This is an optimization exercise on Yosys and OpenROAD, whose aim is a short achievable clock period and few clock cycles, not a production implementation.
Function was checked by simulation only, so behaviour that the tests miss may differ from the original.
No activity file was given, so power comes from the tool's default toggle rates.

==> flow/design.v <==
module cpu(
    input clk,
    input nrst,
    output halt,
    output bit1_cp2,
    output bit2_cp3,
    output [2:0] io_address,
    output [7:0] dataout,
    input skip_flag,
    input clearacc,
    input [7:0] datain,
    output [11:0] address,
    output [11:0] write_data,
    output write_enable,
    output mem_load,
    input [11:0] read_data,
    input mem_ready
);
reg s_fetch;    
reg s_ptr;      
reg s_oprd;     
reg s_write;    
reg s_iotf;     
reg s_halt;
reg p_none;
reg p_and;
reg p_tad;
reg p_clr;      
reg [11:0] pc;
reg [11:0] ir;
reg [11:0] ac;
reg l;
reg [11:0] md;
reg sk;
reg [11:0] addr_r;
reg [11:0] wd_r;
reg w_ac;
reg we_r;
reg ml_r;
reg [2:0] io_r;
assign address = addr_r;
assign write_data = w_ac ? ac : wd_r;
assign write_enable = we_r;
assign mem_load = ml_r;
assign halt = s_halt;
assign io_address = io_r;
assign dataout = ac[7:0];
assign bit1_cp2 = ir[1];
assign bit2_cp3 = ir[2];
wire cla = ir[7], cll = ir[6], cma = ir[5], cml = ir[4], iac = ir[0];
reg m_inc, m_neg, m_one;
wire [11:0] s1 = (ac & {12{~cla}}) ^ {12{cma}};
wire s1l = (l & ~cll) ^ cml;
wire [12:0] c;
assign c[0] = iac;
genvar gi;
generate
    for (gi = 1; gi <= 12; gi = gi + 1) begin : g_carry
        assign c[gi] = (m_inc & (&ac[gi-1:0])) | (m_neg & ~(|ac[gi-1:0])) | m_one;
    end
endgenerate
wire [12:0] s3 = {s1l, s1} ^ c;
reg q_none, q_rar, q_rtr, q_ral, q_rtl, q_bsw;
wire [12:0] g1 = ({13{q_none}} & s3)
               | ({13{q_rar}} & {s3[0], s3[12:1]})
               | ({13{q_rtr}} & {s3[1:0], s3[12:2]})
               | ({13{q_ral}} & {s3[11:0], s3[12]})
               | ({13{q_rtl}} & {s3[10:0], s3[12:11]})
               | ({13{q_bsw}} & {s3[12], s3[5:0], s3[11:6]});
wire [12:0] tad_sum = {l, ac} + {1'b0, md};
wire [11:0] ac_iot = clearacc ? {4'b0000, datain} : (ac | {4'b0000, datain});
wire [12:0] lac_v = ({13{p_none}} & {l, ac})
                  | ({13{p_and}} & {l, ac & md})
                  | ({13{p_tad}} & tad_sum)
                  | g1
                  | ({13{p_clr}} & {l, 12'd0})
                  | ({13{s_iotf}} & {l, ac_iot});
wire [11:0] ac_v = lac_v[11:0];
wire [11:0] pc1 = pc + 12'd1;
reg t_sma, t_sza, t_snl, t_inv;
reg t_iot;
wire g2skip = ((t_sma & ac[11]) | (t_sza & ~(|ac)) | (t_snl & l)) ^ t_inv;
wire squash = (t_iot & skip_flag) | g2skip;
wire fetchc = s_fetch | s_iotf;
wire [11:0] I = read_data;
wire [2:0] op = I[11:9];
wire [11:0] ea = {I[7] ? pc[11:7] : 5'b00000, I[6:0]};
wire take = fetchc & mem_ready & ~squash;
always @(posedge clk) begin
    if (!nrst) begin
        l <= 1'b0;
        ac <= 12'd0;
    end else
        {l, ac} <= lac_v;
end
always @(posedge clk) begin
    if (!nrst)
        ir <= 12'd0;
    else if (take)
        ir <= I;
end
always @(posedge clk) begin
    if (!nrst) begin
        q_none <= 1'b0;
        q_rar <= 1'b0;
        q_rtr <= 1'b0;
        q_ral <= 1'b0;
        q_rtl <= 1'b0;
        q_bsw <= 1'b0;
        m_inc <= 1'b0;
        m_neg <= 1'b0;
        m_one <= 1'b0;
    end else begin
        q_none <= n_g1 & ((I[3:1] == 3'b000) | (I[3:1] == 3'b110) | (I[3:1] == 3'b111));
        q_rar <= n_g1 & (I[3:1] == 3'b100);
        q_rtr <= n_g1 & (I[3:1] == 3'b101);
        q_ral <= n_g1 & (I[3:1] == 3'b010);
        q_rtl <= n_g1 & (I[3:1] == 3'b011);
        q_bsw <= n_g1 & (I[3:1] == 3'b001);
        m_inc <= I[0] & ~I[7] & ~I[5];
        m_neg <= I[0] & ~I[7] & I[5];
        m_one <= I[0] & I[7] & I[5];
    end
end
always @(posedge clk)
    if (s_oprd) begin
        md <= read_data;
        sk <= &read_data;
    end
always @(posedge clk) begin
    if (fetchc | s_ptr)
        wd_r <= pc1;
    else if (s_oprd)
        wd_r <= read_data + 12'd1;
end
always @(posedge clk) begin
    if (!nrst)
        io_r <= 3'd0;
    else if (take && op == 3'd6)
        io_r <= I[8:6];
    else
        io_r <= 3'd0;
end
always @(posedge clk) begin
    if (!nrst) begin
        addr_r <= 12'd0;
        pc <= 12'd0;
    end else if (fetchc) begin
        if (squash) begin
            addr_r <= pc1;
            pc <= pc1;
        end else if (mem_ready) begin
            addr_r <= (I[11] & I[10]) ? pc1 : ea;
            if (I[11] & I[10])
                pc <= pc1;
            else if (op == 3'd5 && !I[8])
                pc <= ea;
        end
    end else if (s_ptr) begin
        if (mem_ready) begin
            addr_r <= read_data;
            if (ir[11:9] == 3'd5)
                pc <= read_data;
        end
    end else if (s_oprd) begin
        if (mem_ready && !ir[10]) begin
            addr_r <= pc1;
            pc <= pc1;
        end
    end else if (s_write) begin
        if (mem_ready) begin
            if (ir[11]) begin
                addr_r <= addr_r + 12'd1;
                pc <= addr_r + 12'd1;
            end else if (ir[10:9] == 2'b10 && sk) begin
                addr_r <= pc + 12'd2;
                pc <= pc + 12'd2;
            end else begin
                addr_r <= pc1;
                pc <= pc1;
            end
        end
    end
end
reg n_fetch, n_ptr, n_oprd, n_write, n_iotf, n_halt;
reg n_and, n_tad, n_g1, n_clr, n_g2, n_dca;
always @* begin
    n_fetch = 1'b0; n_ptr = 1'b0; n_oprd = 1'b0; n_write = 1'b0; n_iotf = 1'b0; n_halt = 1'b0;
    n_and = 1'b0; n_tad = 1'b0; n_g1 = 1'b0; n_clr = 1'b0; n_g2 = 1'b0; n_dca = 1'b0;
    if (fetchc) begin
        if (!take)
            n_fetch = 1'b1;
        else case (op)
        3'd0, 3'd1, 3'd2: begin
            n_ptr = I[8];
            n_oprd = ~I[8];
        end
        3'd3: begin
            n_ptr = I[8];
            n_write = ~I[8];
            n_dca = ~I[8];
        end
        3'd4: begin
            n_ptr = I[8];
            n_write = ~I[8];
        end
        3'd5: begin
            n_ptr = I[8];
            n_fetch = ~I[8];
        end
        3'd6: begin
            n_iotf = (I[8:6] != 3'd0);
            n_fetch = (I[8:6] == 3'd0);
        end
        default: begin
            if (!I[8]) begin
                n_fetch = 1'b1;
                n_g1 = 1'b1;
            end else if (!I[0]) begin
                n_g2 = 1'b1;
                n_clr = I[7];
                n_halt = I[1];
                n_fetch = ~I[1];
            end else
                n_fetch = 1'b1;
        end
        endcase
    end else if (s_ptr) begin
        if (!mem_ready)
            n_ptr = 1'b1;
        else case (ir[11:9])
        3'd3: begin
            n_write = 1'b1;
            n_dca = 1'b1;
        end
        3'd4: n_write = 1'b1;
        3'd5: n_fetch = 1'b1;
        default: n_oprd = 1'b1;
        endcase
    end else if (s_oprd) begin
        if (!mem_ready)
            n_oprd = 1'b1;
        else if (ir[10])
            n_write = 1'b1;    
        else begin
            n_fetch = 1'b1;
            n_tad = ir[9];
            n_and = ~ir[9];
        end
    end else if (s_write) begin
        n_write = ~mem_ready;
        n_dca = ~mem_ready & w_ac;
        n_clr = mem_ready & w_ac;
        n_fetch = mem_ready;
    end else
        n_halt = 1'b1;
end
always @(posedge clk) begin
    if (!nrst) begin
        s_fetch <= 1'b1;
        s_ptr <= 1'b0;
        s_oprd <= 1'b0;
        s_write <= 1'b0;
        s_iotf <= 1'b0;
        s_halt <= 1'b0;
        p_none <= 1'b1;
        p_and <= 1'b0;
        p_tad <= 1'b0;
        p_clr <= 1'b0;
        t_sma <= 1'b0;
        t_sza <= 1'b0;
        t_snl <= 1'b0;
        t_inv <= 1'b0;
        t_iot <= 1'b0;
        we_r <= 1'b0;
        w_ac <= 1'b0;
        ml_r <= 1'b1;
    end else begin
        s_fetch <= n_fetch;
        s_ptr <= n_ptr;
        s_oprd <= n_oprd;
        s_write <= n_write;
        s_iotf <= n_iotf;
        s_halt <= n_halt;
        p_and <= n_and;
        p_tad <= n_tad;
        p_clr <= n_clr;
        t_sma <= n_g2 & I[6];
        t_sza <= n_g2 & I[5];
        t_snl <= n_g2 & I[4];
        t_inv <= n_g2 & I[3];
        t_iot <= n_iotf & I[0];
        p_none <= ~(n_and | n_tad | n_g1 | n_clr | n_iotf);
        we_r <= n_write;
        w_ac <= n_dca;
        ml_r <= ~n_halt;
    end
end
endmodule
make LEC_CHECK=0 CAP_MARGIN=20 CORE_MARGIN=2 CORE_UTILIZATION=40 SETUP_SLACK_MARGIN=4.0 SLEW_MARGIN=20 TNS_END_PERCENT=100 finish   # period 6.5 ns
run.sh (not shown) runs the stock make flow with config.mk's settings and CLKGATE_MAP_FILE= SYNTH_SCRIPT=/design/flow/synth_recipe.tcl, a recipe that flattens the netlist after the stock synthesis.
Testbench counts at the start, summed over its fixed seeds: cycles 135,783.
Change:
- CAP_MARGIN: 20 -> 60
- SLEW_MARGIN: 20 -> 60
What happened: Die area stays the same. Register-to-register slack improved by 0.06 ns. Routed wire length stays flat. Final area rises by 1.6%. Sequential power hardly moves. Critical path depth rises by 1.
Change:
==> flow/flow/run.sh (new file) <==
#!/bin/bash
# Layout: the standard synthesis and layout, with two resizer settings
# changed: ports get a plain buf_6 instead of the smallest buffer (a slow
# delay cell in this library), and the resizer may swap cells across
# footprints (the platform's default ties each cell to its own footprint).
set -euo pipefail
bash standard.sh synth > synth.log 2>&1
bash standard.sh MATCH_CELL_FOOTPRINT=0 "BUFFER_PORTS_ARGS=-buffer_cell sky130_fd_sc_hd__buf_6" finish > layout.log 2>&1
==> flow/standard.sh (new file) <==
#!/bin/bash
# synth_recipe.tcl (not shown) runs the flow's synth.tcl, then flattens the netlist and writes it again
# the make line also repeats each setting of config.mk as NAME=value (left out here)
make -C /OpenROAD-flow-scripts/flow DESIGN_CONFIG=/design/flow/config.mk WORK_HOME=/design/flow/orfs CLKGATE_MAP_FILE= SYNTH_SCRIPT=/design/flow/synth_recipe.tcl "${@:-finish}"
- CAP_MARGIN: 60 -> 20
- SLEW_MARGIN: 60 -> 20
removed: flow/run.sh
What happened: Global-route usage is lower by 1.2 points. Hold slack gets better by 0.0075 ns. Sequential power hardly moves. Via count is lower slightly. Design area is lower by a few percent. Core utilization is lower by 1.5 points. Register-to-register slack gets worse by 0.02 ns. Count of clock-buffer cells in the layout is higher by 1.

-- separate check: timing with driven ports --
No port has a modelled driver above. Below, the same layouts with a new extraction and two added sets of constraints.
Step 1 sets driving cells, clkbuf_16 on the clock port and buf_2 on the other inputs (assumed; they add their load-dependent delay and slew).
Step 2, shift: input delay + t, output delay - t, t = (earliest + latest rising clock arrival at the registers) / 2. This alone moves slack from input paths to output paths.
Slacks: no drivers / after step 1 / after step 2; pairs: no drivers / after step 1.
run	t (ns)	slack for setup (ns)	hold slack, ns	cell pins on the clock port's net
the first run	0.401	3.868 / 3.821 / 3.610	0.499 / 0.499 / 0.499	1
the second run	0.399	3.797 / 3.752 / 3.613	0.505 / 0.505 / 0.505	1
the third run	0.402	3.859 / 3.815 / 3.532	0.513 / 0.513 / 0.513	1
After both steps every run listed still meets setup and hold. The setup slack of the third run, which loses most, moves by -0.044 ns with the drivers and by -0.327 ns with both steps.
